Context: an optimization exercise on an open-source flow, tuned for small area. The choices shown serve that exercise and are no tape-out recipe.
RTL that was checked went through simulation tests only; none was proved equivalent to the original.
Power and IR drop assume default switching activity.

== maple ==
## img_proc_top
module img_proc_top(
    input           i_clk,
    input           someport, 
    input           i_data_valid,
    input [11:0]    pixel_in,
    output          o_data_valid,
    output [17:0]   o_waddr,
    output [11:0]   o_data,
    input [2:0]     filter_sel
);
make LEC_CHECK=0 CAP_MARGIN=20 CORE_MARGIN=2 CORE_UTILIZATION=55 CTS_BUF_LIST=sky130_fd_sc_hd__clkbuf_8 CTS_CLUSTER_DIAMETER=40 CTS_CLUSTER_SIZE=18 GPL_TIMING_DRIVEN=0 SLEW_MARGIN=20 finish   # period 10.0 ns
run.sh (not shown) runs the stock make flow with config.mk's settings and CLKGATE_MAP_FILE= SYNTH_SCRIPT=/design/flow/synth_recipe.tcl, a recipe that flattens the netlist after the stock synthesis.
maple went all the way through synthesis, placement and routing and the layout is clean on timing, DRC and antenna.
### maple -> fjord
- CORE_UTILIZATION now 45, was 55
- CTS_CLUSTER_SIZE now 20, was 18
==> run notes <==
Against maple, fjord reports a initial antenna violation count that is lower.
When fjord is measured against maple, its setup slack of the critical path after layout turns out 170 ps lower.
Both conditions hold for fjord: the flow ran to the end and the final layout passed the timing, design-rule and antenna checks.
Comparing fjord and maple, the higher post-route worst hold slack is on maple.
On maximum clock skew at final layout, fjord does worse than maple.
Between fjord and maple, starting density of the core is higher for maple, fjord comes in under that.
Per the comparison of fjord with maple, routed wire length increased by about 0.7% relative to the old numbers, last weighted congestion value of the routability-driven placer decreased by 0.019 relative to the old numbers, average detailed-routed wire length per instance decreased by 1.3 um relative to the old numbers, via count decreased by 136 relative to the old numbers, final-stage net count closely matched the old numbers.
Number of well taps of fjord exceeds that of maple by more than 10%.

* * *

Another version of the RTL of img_proc_top (not shown whole).
For scale: roughly 2000 cells after synthesis, ~49 I/O pins.
clock: 10.0 ns
lec_check: 0
cap_margin: 0
core_margin: 2
core_utilization: 55
cts_buf_list: sky130_fd_sc_hd__clkbuf_4
cts_cluster_diameter: 50
cts_cluster_size: 8
gpl_timing_driven: 0
slew_margin: 0
Rerun with:
CORE_UTILIZATION = 45   (was 55)
CTS_BUF_LIST = sky130_fd_sc_hd__clkbuf_8   (was sky130_fd_sc_hd__clkbuf_4)
CTS_CLUSTER_DIAMETER = 55   (was 50)
CTS_CLUSTER_SIZE = 17   (was 8)
Effect:
- The changed run finished with timing, DRC and antenna clean
- worst setup slack loses 0.011 ns
- design area rose by 0.74%
- final cell count rose by 4.2%
- routed wire length fell by 2.9%
- sequential power hardly moves
- synthesized cell count does not change
- via count fell by 3.0%
- combinational power barely changes
- total power rose by 0.89%
- die area rose by 22%
Rerun with:
CTS_BUF_LIST = sky130_fd_sc_hd__clkbuf_4   (was sky130_fd_sc_hd__clkbuf_8)
CTS_CLUSTER_DIAMETER = 40   (was 55)
CTS_CLUSTER_SIZE = 10   (was 17)
Outcome: Clock skew climbs by 0.017 ns; cell area came out lower by 0.33%; synthesized area does not change; routed wire length grows by 1.2%; sequential cell count is unchanged; synthesized cell count is unchanged; die area is unchanged; global-route usage goes up by 0.31 points; setup slack stays flat; power decreases by 1.1%; cell count rose by 2.0%.

* * *

Setup of the reference run:
Another version of the RTL of img_proc_top (not shown whole).
Size: roughly 3100 cells after synthesis, about 1300 flip-flops, ~49 I/O pins, roughly 0.051 mm2 of cells after synthesis.
==> flow/config.mk <==
export PLATFORM = sky130hd
export DESIGN_NAME = img_proc_top
export DESIGN_NICKNAME = img_proc_top
export VERILOG_FILES = /design/flow/design.v
export SDC_FILE = /design/flow/constraint.sdc
export NUM_CORES = 4
export LEC_CHECK = 0
export CAP_MARGIN = 20
export CORE_MARGIN = 2
export CORE_UTILIZATION = 60
export SLEW_MARGIN = 20
==> flow/constraint.sdc <==
create_clock -name core_clock -period 10.0 [get_ports {i_clk}]
set_input_delay 2.0000 -clock core_clock [delete_from_list [all_inputs] [get_ports {i_clk}]]
set_output_delay 2.0000 -clock core_clock [all_outputs]
set_load 0.01 [all_outputs]
Both conditions hold for the reference run: the flow ran to the end and the final layout passed the timing, design-rule and antenna checks.
> inputs changed (the reference run -> the trial run)
# the reference run
export LEC_CHECK = 0
export CAP_MARGIN = 20
export CORE_MARGIN = 2
export CORE_UTILIZATION = 60
export SLEW_MARGIN = 20
create_clock -name core_clock -period 10.0 [get_ports {i_clk}]
# the trial run
export LEC_CHECK = 0
export CAP_MARGIN = 20
export CORE_MARGIN = 2
export CORE_UTILIZATION = 80
export SLEW_MARGIN = 20
create_clock -name core_clock -period 10.0 [get_ports {i_clk}]
Notes after the runs:
Run status, the trial run: aborted in 5_1_grt, error GRT-0232
Comparing the trial run against the reference run, there is no change at all in instance count of the mapped netlist.
The reference run → the trial run: total cell area at the placement stage went down by 380 um2, initial core utilization shows an increase of 20 points, post-placement setup slack went up 0.048 ns, mux share of post-synthesis cell area neither gained nor lost much.
Diff the reference run -> the trial run: weighted congestion at the end of routability-driven global placement rose 4.2%; number of buffers created by CTS down 11%.
Note that the count of placed standard cells including taps recorded for the trial run amounts to 0.933 times the value seen in the reference run.
No functional check of the RTL was part of any run of this note.

* * *

img_proc_top with an RTL version that a note above also has.
For scale: ~1200 flip-flops, ~49 I/O pins, ~45000 sq um of cells after synthesis.
Design img_proc_top, start of the top module:
module img_proc_top(
    input           i_clk,
    input           someport, 
    input           i_data_valid,
    input [11:0]    pixel_in,
    output          o_data_valid,
    output [17:0]   o_waddr,
    output [11:0]   o_data,
    input [2:0]     filter_sel
);
clock: 10.0 ns
lec_check: 0
cap_margin: 20
core_margin: 2
core_utilization: 55
cts_buf_list: sky130_fd_sc_hd__clkbuf_8
cts_cluster_diameter: 45
cts_cluster_size: 18
gpl_timing_driven: 0
slew_margin: 20
The baseline completed without violations.
Change:
Settings changed: CORE_UTILIZATION 55 to 45, CTS_BUF_LIST sky130_fd_sc_hd__clkbuf_8 to sky130_fd_sc_hd__clkbuf_4, CTS_CLUSTER_DIAMETER 45 to 50, CTS_CLUSTER_SIZE 18 to 8.
The new run went through all stages and came out clean.
Setup slack got worse by 0.013 ns.
Routed wire length rose by 1.2%.
Synthesized cell count stays the same.
Flip-flop and latch count stays the same.
Die area rose by 22%.
Sequential share of layout area rose by 0.75 points.
Combinational power hardly moves.
Global-route usage fell by 3.6 points.
Change:
Settings changed: CTS_BUF_LIST sky130_fd_sc_hd__clkbuf_4 to sky130_fd_sc_hd__clkbuf_8, CTS_CLUSTER_DIAMETER 50 to 55, CTS_CLUSTER_SIZE 8 to 17.
Effect:
- via count goes down by about 2.3%
- utilization stays flat
- clock-buffer cell count goes down by 115
- total power goes down by 0.30%
Change:
Settings changed: CTS_BUF_LIST sky130_fd_sc_hd__clkbuf_8 to sky130_fd_sc_hd__clkbuf_16, CTS_CLUSTER_DIAMETER 55 to 60, CTS_CLUSTER_SIZE 17 to 30.
Hold slack loses 0.0043 ns.
Register-to-register slack gains 0.02 ns.
Maximum frequency barely changes.
Core utilization is higher by 1.1 points.
Synthesized area does not change.
Worst setup slack gains 0.019 ns.
Wire length is lower by about 0.9%.
Power is higher by 9.9%.

* * *

## job 3008
Another version of the RTL of img_proc_top (not shown whole).
Size in the first run: ~1200 flip-flops, roughly 49 I/O pins, ~43000 um2 of cells after synthesis.
Settings: LEC_CHECK=0, CAP_MARGIN=0, CORE_MARGIN=2, CORE_UTILIZATION=50, CTS_BUF_LIST=sky130_fd_sc_hd__clkbuf_4, CTS_CLUSTER_DIAMETER=45, CTS_CLUSTER_SIZE=9, GPL_TIMING_DRIVEN=0, SLEW_MARGIN=0; clock period 10.0 ns.
> inputs changed (job 3008 -> job 4321)
Settings: CTS_CLUSTER_DIAMETER: 45 -> 50; CTS_CLUSTER_SIZE: 9 -> 8; CORE_UTILIZATION: 50 -> 45.
### Flow results
Job 4321 vs job 3008: length of routed met3 wiring up by a few percent
Diff job 4321 and job 3008: CTS buffer count higher in job 4321
Relative to job 3008, job 4321 improves final critical-path setup slack.
The lower global-route usage of job 4321 and job 3008 is in job 4321.
Reported for job 4321 and job 3008, buffer and inverter count on the worst path turned out identical to the last digit.
In terms of buffer levels on the longest clock path, job 4321 and job 3008 differ only marginally.
Any difference in multi-input combinational cell count between job 4321 and job 3008 is small enough to ignore.
Looking at fraction of standard cell area that is sequential, job 4321 sits 0.58 points lower than job 3008 does.
Diff job 4321..job 3008 | critical path depth in cells | unchanged
Compared with job 3008, total power in job 4321 increased slightly.
The following lists how job 6805 was set up differently from job 4321:
Settings: CTS_CLUSTER_SIZE: 8 -> 17; CTS_BUF_LIST: sky130_fd_sc_hd__clkbuf_4 -> sky130_fd_sc_hd__clkbuf_8; CTS_CLUSTER_DIAMETER: 50 -> 55.
==> run notes <==
- Changes observed in job 6805 relative to job 4321: detailed-route wire length on metal 1 saw a decrease, clock-buffer cell count decreased 62%, power density of the placed cells moved down.
- The final reports for job 6805 and job 4321 show number of standard cells in the layout, taps in and fillers out lower in the former.
- Job 4321 → job 6805: core utilization went down 0.28 points; wire length of the first global-routing pass now sits lower.
- The lower cell area came out of job 6805.
- The higher clock period minus worst slack came out of job 4321.

* * *

Setup of v9:
RTL: one of the versions met above, not the one the previous note started from.
Size: about 2400 cells after synthesis, roughly 1200 flip-flops, roughly 49 I/O pins, about 0.045 mm2 of cells after synthesis.
Settings: LEC_CHECK=0, CAP_MARGIN=20, CORE_MARGIN=2, CORE_UTILIZATION=45, CTS_BUF_LIST=sky130_fd_sc_hd__clkbuf_8, GPL_TIMING_DRIVEN=0, SLEW_MARGIN=20; clock period 10.0 ns.
The flow did not stop early for v9: all stages ran, and the layout cleared the timing, design-rule and antenna checks.
The inputs of v30 differ from those of v9 as listed below.
--- a/flow/config.mk
+++ b/flow/config.mk
@@ -11,2 +11,4 @@
 export CTS_BUF_LIST = sky130_fd_sc_hd__clkbuf_8
+export CTS_CLUSTER_DIAMETER = 50
+export CTS_CLUSTER_SIZE = 16
 export GPL_TIMING_DRIVEN = 0
Findings:
v30: full flow OK, the timing, design-rule and antenna checks passed
met2 usage in global routing sits lower in v30 than in v9.
In the flow results for v9 and v30, the global-route usage is larger on v9.
As far as sequential power is concerned, v30 and v9 perform about the same.

* * *

RTL: one of the versions met above, not the one the previous note started from.
Size in the first run: ~2,000 cells after synthesis, ~49 I/O pins, roughly 43,000 um^2 of cells after synthesis.
## img_proc_top
module img_proc_top(
    input           i_clk,
    input           someport, 
    input           i_data_valid,
    input [11:0]    pixel_in,
    output          o_data_valid,
    output [17:0]   o_waddr,
    output [11:0]   o_data,
    input [2:0]     filter_sel
);
==> flow/config.mk <==
export PLATFORM = sky130hd
export DESIGN_NAME = img_proc_top
export DESIGN_NICKNAME = img_proc_top
export VERILOG_FILES = /design/flow/design.v
export SDC_FILE = /design/flow/constraint.sdc
export NUM_CORES = 4
export LEC_CHECK = 0
export CAP_MARGIN = 20
export CORE_MARGIN = 2
export CORE_UTILIZATION = 45
export CTS_BUF_LIST = sky130_fd_sc_hd__clkbuf_8
export CTS_CLUSTER_DIAMETER = 55
export CTS_CLUSTER_SIZE = 17
export GPL_TIMING_DRIVEN = 0
export SLEW_MARGIN = 20
==> flow/constraint.sdc <==
create_clock -name core_clock -period 10.0 [get_ports {i_clk}]
set_input_delay 2.0000 -clock core_clock [delete_from_list [all_inputs] [get_ports {i_clk}]]
set_output_delay 2.0000 -clock core_clock [all_outputs]
set_load 0.01 [all_outputs]
The first run finished with timing, DRC and antenna clean.
Change:
==> flow/config.mk (replaced) <==
export PLATFORM = sky130hd
export DESIGN_NAME = img_proc_top
export DESIGN_NICKNAME = img_proc_top
export VERILOG_FILES = /design/flow/design.v
export SDC_FILE = /design/flow/constraint.sdc
export NUM_CORES = 4
export LEC_CHECK = 0
export CAP_MARGIN = 0
export CORE_MARGIN = 2
export CORE_UTILIZATION = 45
export CTS_BUF_LIST = sky130_fd_sc_hd__clkbuf_4
export CTS_CLUSTER_DIAMETER = 50
export CTS_CLUSTER_SIZE = 8
export GPL_TIMING_DRIVEN = 0
export SLEW_MARGIN = 0
Synthesized cell count is unchanged.
Design area fell by 0.95%.
Die area stays the same.
Via count came out higher by about 2.3%.
Setup slack improves by 0.090 ns.
Power fell by about 2.6%.
Routed wire length grows by about 2%.
Synthesized area is unchanged.
Clock power fell by about 9%.

separate check: timing with driven ports:
The results above use ideal ports. As a check the final layouts listed here were re-extracted and re-timed, cells and wires unchanged. Step 1 (the two cells are an assumption about what drives the block):
set clk [get_ports {i_clk}]
set_driving_cell -lib_cell sky130_fd_sc_hd__clkbuf_16 $clk
set_driving_cell -lib_cell sky130_fd_sc_hd__buf_2 [delete_from_list [all_inputs] $clk]
Step 2, shift: input delay + t, output delay - t, t = (earliest + latest rising clock arrival at the registers) / 2. This alone moves slack from input paths to output paths. Slacks: no drivers / after step 1 / after step 2; pairs: no drivers / after step 1.
| run | t (ns) | setup slack, ns | hold WS [ns] | worst setup path after step 2 | slew at the worst register clock pin (ns) |
|---|---|---|---|---|---|
| maple | 0.831 | 2.781 / 2.781 / 2.781 | 0.322 / 0.322 / 0.322 | register to register | 0.10 / 0.10 |
| fjord | 0.863 | 2.611 / 2.611 / 2.611 | 0.317 / 0.317 / 0.317 | register to register | 0.11 / 0.11 |
| the first run of note 2 | 1.067 | 3.062 / 3.062 / 3.062 | 0.328 / 0.328 / 0.328 | register to register | 0.11 / 0.11 |
| the second run of note 2 | 0.782 | 3.051 / 3.051 / 3.051 | 0.333 / 0.333 / 0.333 | register to register | 0.11 / 0.11 |
| the third run of note 2 | 1.072 | 3.049 / 3.049 / 3.049 | 0.328 / 0.328 / 0.328 | register to register | 0.11 / 0.11 |
| the reference run | 0.776 | 0.583 / 0.619 / -0.157 | 0.325 / 0.325 / 0.325 | input to register | 0.06 / 0.06 |
| the first run of note 4 | 0.796 | 2.647 / 2.647 / 2.647 | 0.322 / 0.322 / 0.322 | register to register | 0.10 / 0.10 |
| the second run of note 4 | 1.121 | 2.634 / 2.634 / 2.634 | 0.319 / 0.319 / 0.319 | register to register | 0.11 / 0.11 |
| the third run of note 4 | 0.826 | 2.591 / 2.591 / 2.591 | 0.333 / 0.333 / 0.333 | register to register | 0.10 / 0.10 |
| the fourth run of note 4 | 0.718 | 2.610 / 2.610 / 2.610 | 0.328 / 0.328 / 0.328 | register to register | 0.10 / 0.10 |
| job 3008 | 1.046 | 3.231 / 3.231 / 3.122 | 0.327 / 0.327 / 0.327 | input to register | 0.11 / 0.11 |
| job 4321 | 1.054 | 3.276 / 3.276 / 3.161 | 0.321 / 0.321 / 0.321 | input to register | 0.11 / 0.11 |
| job 6805 | 0.789 | 3.340 / 3.340 / 3.104 | 0.322 / 0.322 / 0.322 | input to register | 0.11 / 0.11 |
| v9 | 0.912 | 2.495 / 2.495 / 2.495 | 0.319 / 0.319 / 0.319 | register to register | 0.07 / 0.07 |
| v30 | 0.815 | 2.614 / 2.614 / 2.614 | 0.327 / 0.327 / 0.327 | register to register | 0.10 / 0.10 |
| the first run of note 7 | 0.798 | 2.981 / 2.981 / 2.981 | 0.327 / 0.327 / 0.327 | register to register | 0.11 / 0.11 |
| the second run of note 7 | 1.076 | 3.071 / 3.071 / 3.071 | 0.324 / 0.324 / 0.324 | register to register | 0.11 / 0.11 |
Met with ideal ports but missed after step 2: setup timing in the reference run. The setup slack of the reference run, which loses most, moves by +0.036 ns with the drivers and by -0.740 ns with both steps.
